This is an optimization exercise on Yosys and OpenROAD, whose aim is small area and few clock cycles per item, not a production implementation.
The RTL was checked by simulation tests, not by an equivalence proof against the original design.
Power and IR drop assume default switching activity.

## willow
==> flow/design.v <==
module cmpmac(
	input				wb_clk_i,
	input				rst_i,
	input  [2:0]	wb_adr_i,
	input  [15:0]	wb_dat_i,
	output [15:0]	wb_dat_o,
	input				wb_cyc_i,
	input				wb_we_i,
	input				wb_stb_i,
	input  [1:0]	wb_sel_i,
	output			wb_ack_o,
	input	 [1:0]	eth_pms_i,
	input				eth_macr_i,
	input  [47:0]	eth_macd_i,
	output			cmp_done_o,
	output			cmp_res_o
);
localparam [13:0] INV = 14'b00_0111_0000_1111;	 
reg [47:0]	slot[0:13];        
reg [3:0]	rot;               
reg [3:0]	adr;
wire stpac   = eth_pms_i[0];
wire promisc = eth_pms_i[1] | eth_pms_i[0];
reg  [1:0]	ack;
always @(posedge wb_clk_i) begin
	ack[0] <= wb_cyc_i & wb_stb_i;
	ack[1] <= wb_cyc_i & ack[0];
end
assign wb_ack_o = wb_cyc_i & wb_stb_i & ack[1];
wire bus_write = wb_cyc_i & wb_stb_i & ~wb_ack_o & stpac & wb_we_i & wb_sel_i[1];
wire tab_write = bus_write & ~ack[0] & ~rst_i & ~wb_adr_i[2] & (wb_adr_i[1:0] != 2'b00);
function [3:0] next14(input [3:0] r);
	case(r)
		4'd0:  next14 = 4'd1;
		4'd1:  next14 = 4'd2;
		4'd2:  next14 = 4'd3;
		4'd3:  next14 = 4'd4;
		4'd4:  next14 = 4'd5;
		4'd5:  next14 = 4'd6;
		4'd6:  next14 = 4'd7;
		4'd7:  next14 = 4'd8;
		4'd8:  next14 = 4'd9;
		4'd9:  next14 = 4'd10;
		4'd10: next14 = 4'd11;
		4'd11: next14 = 4'd12;
		4'd12: next14 = 4'd13;
		default: next14 = 4'd0;
	endcase
endfunction
wire [3:0]	rot1 = next14(rot);
wire [4:0]	sum  = adr + rot1;
reg  [3:0]	sadr;
always @(posedge wb_clk_i) begin
	rot  <= rot1;
	sadr <= (sum >= 5'd14) ? sum - 5'd14 : sum[3:0];
end
wire		c0  = (sadr == 4'd13);
wire		c4  = (sadr == 4'd3);
wire		c8  = (sadr == 4'd7);
wire		c11 = (sadr == 4'd10);
reg [15:0]	pd;                
reg [1:0]	pw;                
reg			pv;                
wire ins0  = pv & c0;
wire ins4  = pv & c4;
wire ins8  = pv & c8;
wire ins11 = pv & c11;
wire ins   = ins0 | ins4 | ins8 | ins11;
always @(posedge wb_clk_i) begin
	if(tab_write) begin
		pd <= wb_dat_i;
		pw <= wb_adr_i[1:0];
	end
	case({tab_write, ins})
		2'b00: pv <= pv;
		2'b01: pv <= 1'b0;
		2'b10, 2'b11: pv <= 1'b1;
		default: pv <= 1'b0;	 
	endcase
end
wire [2:0] pwh = {pw == 2'd3, pw == 2'd2, pw == 2'd1};
wire [47:0] sel0  = {{16{ins0  & pwh[2]}}, {16{ins0  & pwh[1]}}, {16{ins0  & pwh[0]}}};
wire [47:0] sel4  = {{16{ins4  & pwh[2]}}, {16{ins4  & pwh[1]}}, {16{ins4  & pwh[0]}}};
wire [47:0] sel8  = {{16{ins8  & pwh[2]}}, {16{ins8  & pwh[1]}}, {16{ins8  & pwh[0]}}};
wire [47:0] sel11 = {{16{ins11 & pwh[2]}}, {16{ins11 & pwh[1]}}, {16{ins11 & pwh[0]}}};
wire [47:0] seln0 = ~sel0, seln4 = ~sel4, seln8 = ~sel8, seln11 = ~sel11;
wire [47:0] pd3  = {3{pd}};
wire [47:0] d0, d4, d8, d11;
cmpmac_imux #(48) m0 (.a(slot[13]), .b(pd3),  .s(sel0),  .sn(seln0),  .y(d0));
cmpmac_imux #(48) m4 (.a(slot[3]),  .b(~pd3), .s(sel4),  .sn(seln4),  .y(d4));
cmpmac_imux #(48) m8 (.a(slot[7]),  .b(pd3),  .s(sel8),  .sn(seln8),  .y(d8));
cmpmac_imux #(48) m11(.a(slot[10]), .b(~pd3), .s(sel11), .sn(seln11), .y(d11));
integer i;
always @(posedge wb_clk_i) begin
	for(i = 1; i < 14; i = i + 1)
		slot[i] <= slot[i-1];
	slot[0]  <= d0;
	slot[4]  <= d4;
	slot[8]  <= d8;
	slot[11] <= d11;
end
always @(posedge wb_clk_i, posedge rst_i) begin
	if(rst_i)
		adr <= 4'b0;
	else if(bus_write && wb_adr_i[2:0] == 3'b000)
		adr <= wb_dat_i[3:0];
end
reg  [47:0]	shadow;
wire [47:0]	shadow_d;
wire		hold = ~(c0 | c4 | c8 | c11);
genvar n;
generate
	for(n = 0; n < 48; n = n + 1) begin : sh
		cmpmac_shbit u(.i0(d0[n]), .i4(d4[n]), .i8(d8[n]), .i11(d11[n]), .q(shadow[n]),
			.c0n(~c0), .c4(c4), .c8n(~c8), .c11(c11), .h(hold), .d(shadow_d[n]));
	end
endgenerate
always @(posedge wb_clk_i)
	shadow <= shadow_d;
reg [15:0] rdat;
always @(*) begin
	case(wb_adr_i[1:0])
		2'b00: rdat = {12'b0, adr};
		2'b01: rdat = shadow[15:0];
		2'b10: rdat = shadow[31:16];
		default: rdat = shadow[47:32];
	endcase
end
assign wb_dat_o = rdat;
wire [47:0]	macn = ~eth_macd_i;
wire [13:0]	match;
genvar s;
generate
	for(s = 0; s < 14; s = s + 1) begin : cmp
		cmpmac_eq u(.t(slot[s]), .mn(INV[s] ? eth_macd_i : macn), .eq(match[s]));
	end
endgenerate
wire hit = |match;
assign cmp_done_o = promisc | ~pv;
assign cmp_res_o  = promisc | hit;
endmodule
module cmpmac_imux #(parameter W = 1) (
	input  [W-1:0]	a,
	input  [W-1:0]	b,
	input  [W-1:0]	s,
	input  [W-1:0]	sn,
	output [W-1:0]	y
);
genvar k;
generate
	for(k = 0; k < W; k = k + 1) begin : b1
		cmpmac_imux1 u(.a(a[k]), .b(b[k]), .s(s[k]), .sn(sn[k]), .y(y[k]));
	end
endgenerate
endmodule
module cmpmac_imux1(input a, input b, input s, input sn, output y);
assign y = ~((a | s) & (b | sn));
endmodule
module cmpmac_eq(
	input  [47:0]	t,
	input  [47:0]	mn,
	output			eq
);
wire [15:0] q;      
wire [23:0] np;     
genvar k;
generate
	for(k = 0; k < 16; k = k + 1) begin : t3
		cmpmac_q3 u(.t(t[3*k+2:3*k]), .mn(mn[3*k+2:3*k]), .q(q[k]));
	end
	for(k = 0; k < 24; k = k + 1) begin : pair
		cmpmac_p2 u(.t(t[2*k+1:2*k]), .mn(mn[2*k+1:2*k]), .np(np[k]));
	end
endgenerate
assign eq = &q & ~|np;
endmodule
module cmpmac_q3(input [2:0] t, input [2:0] mn, output q);
assign q = ~((t[0] & mn[0]) | (t[1] & mn[1]) | (t[2] & mn[2]));
endmodule
module cmpmac_p2(input [1:0] t, input [1:0] mn, output np);
assign np = ~((t[0] | mn[0]) & (t[1] | mn[1]));
endmodule
module cmpmac_shbit(
	input	i0, i4, i8, i11, q,
	input	c0n, c4, c8n, c11, h,
	output	d
);
wire x = ~((c0n | i0) & (c8n | i8));           
wire y = ~((c4 & i4) | (c11 & i11) | (h & q));  
assign d = x | ~y;
endmodule
export LEC_CHECK = 0
export CAP_MARGIN = 20
export CORE_MARGIN = 2
export CORE_UTILIZATION = 40
export SLEW_MARGIN = 20
export SYNTH_HIERARCHICAL = 1
export SYNTH_MINIMUM_KEEP_SIZE = 0
create_clock -name core_clock -period 8.0 [get_ports {wb_clk_i}]
standard.sh (not shown) runs the stock make flow with config.mk's settings and CLKGATE_MAP_FILE= SYNTH_SCRIPT=/design/flow/synth_recipe.tcl, a recipe that flattens the netlist after the stock synthesis.
==> flow/flow/run.sh <==
#!/bin/bash
# Standard synthesis, but ABC maps with the ORFS speed script minus its
# upsizing pass (flow/abc_area_nosize.script); registers are untouched.
# Layout: smaller port buffers, larger clock-sink clusters without dummy
# loads, synthesis buffers removed before placement.
here=$(pwd)
{ head -n 1 synth_recipe.tcl
  echo "proc abc {args} { set i [lsearch \$args -script]; if {\$i >= 0} { lset args [expr {\$i+1}] $here/flow/abc_area_nosize.script }; yosys abc {*}\$args }"
  tail -n +2 synth_recipe.tcl; } > my_synth.tcl
bash standard.sh \
  SYNTH_SCRIPT=$here/my_synth.tcl \
  BUFFER_PORTS_ARGS="-buffer_cell sky130_fd_sc_hd__buf_1" \
  CTS_ARGS="-sink_clustering_enable -repair_clock_nets -buf_list sky130_fd_sc_hd__clkbuf_16 -sink_clustering_size 25 -sink_clustering_max_diameter 100 -dont_use_dummy_load" \
  REMOVE_ABC_BUFFERS=1 \
  finish > standard.log 2>&1
==> flow/flow/abc_area_nosize.script <==
&get -n
&st
&dch
&nf
&st
&syn2
&if -g -K 6
&synch2
&nf
&st
&syn2
&if -g -K 6
&synch2
&nf
&put
buffer -c
topo
stime -c
dnsize -c
Testbench counts of willow, summed over its fixed seeds: cycles 18,432, lookups 9,216.
Relative to willow, the following input files were edited for nickel:
diff --git a/flow/flow/run.sh b/flow/flow/run.sh
--- a/flow/flow/run.sh
+++ b/flow/flow/run.sh
@@ -11,4 +11,4 @@
   SYNTH_SCRIPT=$here/my_synth.tcl \
-  BUFFER_PORTS_ARGS="-buffer_cell sky130_fd_sc_hd__buf_1" \
-  CTS_ARGS="-sink_clustering_enable -repair_clock_nets -buf_list sky130_fd_sc_hd__clkbuf_16 -sink_clustering_size 25 -sink_clustering_max_diameter 100 -dont_use_dummy_load" \
+  BUFFER_PORTS_ARGS="-buffer_cell sky130_fd_sc_hd__buf_2" \
+  CTS_ARGS="-sink_clustering_enable -repair_clock_nets -buf_list sky130_fd_sc_hd__clkbuf_16 -sink_clustering_size 28 -sink_clustering_max_diameter 90 -dont_use_dummy_load" \
   REMOVE_ABC_BUFFERS=1 \
Findings:
Delta (nickel minus willow): routed wire length shows an increase of 950 um; wire length of the first global-routing pass shows a reduction of 0.61%; worst hold slack shows a reduction of 0.046 ns; layout cell share with drive strength beyond 1 shows an increase of 2.5 points. Compared with willow, in nickel initial antenna violation count increased 4, utilization now smaller.

---

Another version of the RTL of cmpmac (not shown whole).
For scale: roughly 3100 cells after synthesis, about 710 flip-flops, about 31000 µm² of cells after synthesis.
// cmpmac
module cmpmac(
	input				wb_clk_i,
	input				rst_i,
	input  [2:0]	wb_adr_i,
	input  [15:0]	wb_dat_i,
	output [15:0]	wb_dat_o,
	input				wb_cyc_i,
	input				wb_we_i,
	input				wb_stb_i,
	input  [1:0]	wb_sel_i,
	output			wb_ack_o,
	input	 [1:0]	eth_pms_i,
	input				eth_macr_i,
	input  [47:0]	eth_macd_i,
	output			cmp_done_o,
	output			cmp_res_o
);
export LEC_CHECK = 0
export CAP_MARGIN = 20
export CORE_MARGIN = 2
export CORE_UTILIZATION = 40
export SLEW_MARGIN = 20
create_clock -name core_clock -period 8.0 [get_ports {wb_clk_i}]
==> flow/flow/run.sh <==
#!/bin/bash
# Standard layout with smaller port buffers and larger clock-sink clusters
# without dummy loads.
bash standard.sh \
  BUFFER_PORTS_ARGS="-buffer_cell sky130_fd_sc_hd__buf_2" \
  CTS_ARGS="-sink_clustering_enable -repair_clock_nets -buf_list sky130_fd_sc_hd__clkbuf_16 -sink_clustering_size 25 -sink_clustering_max_diameter 100 -dont_use_dummy_load" \
  finish > standard.log 2>&1
The starting point finished clean.
Testbench counts at the start, summed over its fixed seeds: cycles 18,432, lookups 9,216.
Rerun with:
==> flow/run.sh (new file) <==
#!/bin/bash
# synth_recipe.tcl (not shown) runs the flow's synth.tcl, then flattens the netlist and writes it again
# the make line also repeats each setting of config.mk as NAME=value (left out here)
make -C /OpenROAD-flow-scripts/flow DESIGN_CONFIG=/design/flow/config.mk WORK_HOME=/design/flow/orfs CLKGATE_MAP_FILE= SYNTH_SCRIPT=/design/flow/synth_recipe.tcl finish
Settings changed: CORE_UTILIZATION 40 to 60, CTS_BUF_LIST set to sky130_fd_sc_hd__clkbuf_16, CTS_CLUSTER_DIAMETER set to 80, CTS_CLUSTER_SIZE set to 22.
removed: flow/flow/run.sh
removed: flow/standard.sh
Result: The new run finished with timing, DRC and antenna clean; clock-buffer cell count came out higher by 6; power went up by 4.5%; sequential cell count does not change; final area increases by 2.2%; via count came out higher by 6.1%; global-route usage rises by 18 points; core utilization came out higher by 23 points; clock power is higher by 10%; routed wire length rises by 3.6%.

---

## wip/violet
cmpmac, a different RTL version from the one above (not shown whole).
Size: ~2100 cells after synthesis, about 96 I/O pins, roughly 24000 µm² of cells after synthesis.
clock: 8.0 ns
lec_check: 0
cap_margin: 20
core_margin: 2
core_utilization: 40
slew_margin: 20
synth_hierarchical: 1
synth_minimum_keep_size: 0
==> flow/flow/run.sh <==
#!/bin/bash
# Standard synthesis, but ABC maps with the ORFS speed script minus its
# upsizing pass (flow/abc_area_nosize.script); registers are untouched.
# Layout: smaller port buffers, larger clock-sink clusters without dummy
# loads, synthesis buffers removed before placement.
here=$(pwd)
{ head -n 1 synth_recipe.tcl
  echo "proc abc {args} { set i [lsearch \$args -script]; if {\$i >= 0} { lset args [expr {\$i+1}] $here/flow/abc_area_nosize.script }; yosys abc {*}\$args }"
  tail -n +2 synth_recipe.tcl; } > my_synth.tcl
bash standard.sh \
  SYNTH_SCRIPT=$here/my_synth.tcl \
  BUFFER_PORTS_ARGS="-buffer_cell sky130_fd_sc_hd__buf_2" \
  CTS_ARGS="-sink_clustering_enable -repair_clock_nets -buf_list sky130_fd_sc_hd__clkbuf_16 -root_buf sky130_fd_sc_hd__clkbuf_8 -sink_clustering_size 28 -sink_clustering_max_diameter 90 -dont_use_dummy_load" \
  REMOVE_ABC_BUFFERS=1 \
  finish > standard.log 2>&1
Scripts as last shown in full above: flow/flow/abc_area_nosize.script
Testbench counts of wip/violet, summed over its fixed seeds: cycles 18,432, lookups 9,216.
Input-level comparison between wip/fjord and wip/violet:
diff --git a/flow/flow/run.sh b/flow/flow/run.sh
--- a/flow/flow/run.sh
+++ b/flow/flow/run.sh
@@ -12,3 +12,3 @@
   BUFFER_PORTS_ARGS="-buffer_cell sky130_fd_sc_hd__buf_2" \
-  CTS_ARGS="-sink_clustering_enable -repair_clock_nets -buf_list sky130_fd_sc_hd__clkbuf_16 -root_buf sky130_fd_sc_hd__clkbuf_8 -sink_clustering_size 28 -sink_clustering_max_diameter 90 -dont_use_dummy_load" \
+  CTS_ARGS="-sink_clustering_enable -repair_clock_nets -buf_list sky130_fd_sc_hd__clkbuf_16 -sink_clustering_size 28 -sink_clustering_max_diameter 120 -dont_use_dummy_load" \
   REMOVE_ABC_BUFFERS=1 \
Findings:
As far as utilization is concerned, wip/fjord and wip/violet perform about the same.
Fraction of the cycle the final worst path needs is lower on wip/fjord
wip/fjord vs. wip/violet: initial detailed-routing violation count went up, worst setup slack went up.
### wip/fjord -> wip/onyx
diff --git a/flow/flow/run.sh b/flow/flow/run.sh
--- a/flow/flow/run.sh
+++ b/flow/flow/run.sh
@@ -12,3 +12,3 @@
   BUFFER_PORTS_ARGS="-buffer_cell sky130_fd_sc_hd__buf_2" \
-  CTS_ARGS="-sink_clustering_enable -repair_clock_nets -buf_list sky130_fd_sc_hd__clkbuf_16 -sink_clustering_size 28 -sink_clustering_max_diameter 120 -dont_use_dummy_load" \
+  CTS_ARGS="-sink_clustering_enable -repair_clock_nets -buf_list sky130_fd_sc_hd__clkbuf_16 -sink_clustering_size 25 -sink_clustering_max_diameter 100 -dont_use_dummy_load" \
   REMOVE_ABC_BUFFERS=1 \
Results
wip/onyx | stages: all done | timing, DRC, antenna: all pass. Re number of resized instances in the post-cts repair step: no difference whatsoever between wip/fjord and wip/onyx. Of wip/fjord and wip/onyx, wip/onyx shows the higher power density over cell area, with wip/fjord below it. There was hardly any difference in global-route wire length before repair between wip/fjord and wip/onyx.
Edits applied to the flow inputs when going from wip/onyx to wip/sierra:
diff --git a/flow/flow/run.sh b/flow/flow/run.sh
--- a/flow/flow/run.sh
+++ b/flow/flow/run.sh
@@ -12,3 +12,3 @@
   BUFFER_PORTS_ARGS="-buffer_cell sky130_fd_sc_hd__buf_2" \
-  CTS_ARGS="-sink_clustering_enable -repair_clock_nets -buf_list sky130_fd_sc_hd__clkbuf_16 -sink_clustering_size 25 -sink_clustering_max_diameter 100 -dont_use_dummy_load" \
+  CTS_ARGS="-sink_clustering_enable -repair_clock_nets -buf_list sky130_fd_sc_hd__clkbuf_16 -sink_clustering_size 28 -sink_clustering_max_diameter 90 -dont_use_dummy_load" \
   REMOVE_ABC_BUFFERS=1 \
[summary]
wip/sierra was carried through to the last stage, and its layout satisfied the timing, DRC and antenna checks. wip/onyx | stages: all done | timing, DRC, antenna: all pass. Looking at number of global-route vias before repair across wip/onyx and wip/sierra, the one that comes out higher is wip/onyx. Compared with wip/onyx, wip/sierra supports a higher clock frequency. wip/sierra leaves more setup margin than wip/onyx. Looking at wip/onyx and wip/sierra, the inverter count is a wash. Minimum clock period, wip/onyx and wip/sierra: smaller value in wip/sierra. On core utilization: between wip/onyx and wip/sierra, it ends up higher for wip/onyx. In the metrics for wip/onyx and wip/sierra, the one carrying the lower ratio of final minimum period to clock period is wip/sierra. wip/sierra vs. wip/onyx: number of antenna repair diodes went down by 7, total of clock buffers placed in the layout went down by about 11%.

-- re-timing with driven ports --
No port has a modelled driver above. Below, the same layouts with a new extraction and two added sets of constraints. Step 1: set_driving_cell puts a clkbuf_16 on wb_clk_i and a buf_2 on each other input, an assumption about the parent block. Step 2 moves the port delays by t, midway between the first and last clock arrival at a register: inputs arrive t later, outputs are due t later. That takes back most of the time a late clock gives input paths. Slacks: ideal ports / drivers / drivers and shift; pairs: ideal ports / drivers.
run	t, ns	setup WS [ns]	worst setup path at the end	slew at the worst register clock pin (ns)	cell pins on the clock port's net
willow	0.646	0.990 / 0.965 / 0.965	input to output	0.10 / 0.10	1
nickel	0.632	1.386 / 1.361 / 1.361	input to output	0.11 / 0.11	1
the first run of note 2	0.643	1.360 / 1.341 / 1.341	input to output	0.11 / 0.11	1
the second run of note 2	0.672	0.681 / 0.646 / 0.646	input to output	0.10 / 0.10	1
wip/violet	0.830	1.543 / 1.495 / 1.495	input to output	0.12 / 0.12	1
wip/fjord	0.692	1.620 / 1.581 / 1.581	input to output	0.12 / 0.12	1
wip/onyx	0.616	1.501 / 1.443 / 1.443	input to output	0.11 / 0.11	1
wip/sierra	0.694	1.538 / 1.473 / 1.473	input to output	0.12 / 0.12	1
After both steps every run listed still meets setup and hold. The setup slack of wip/sierra, which loses most, moves by -0.065 ns with the drivers and by -0.065 ns with both steps.
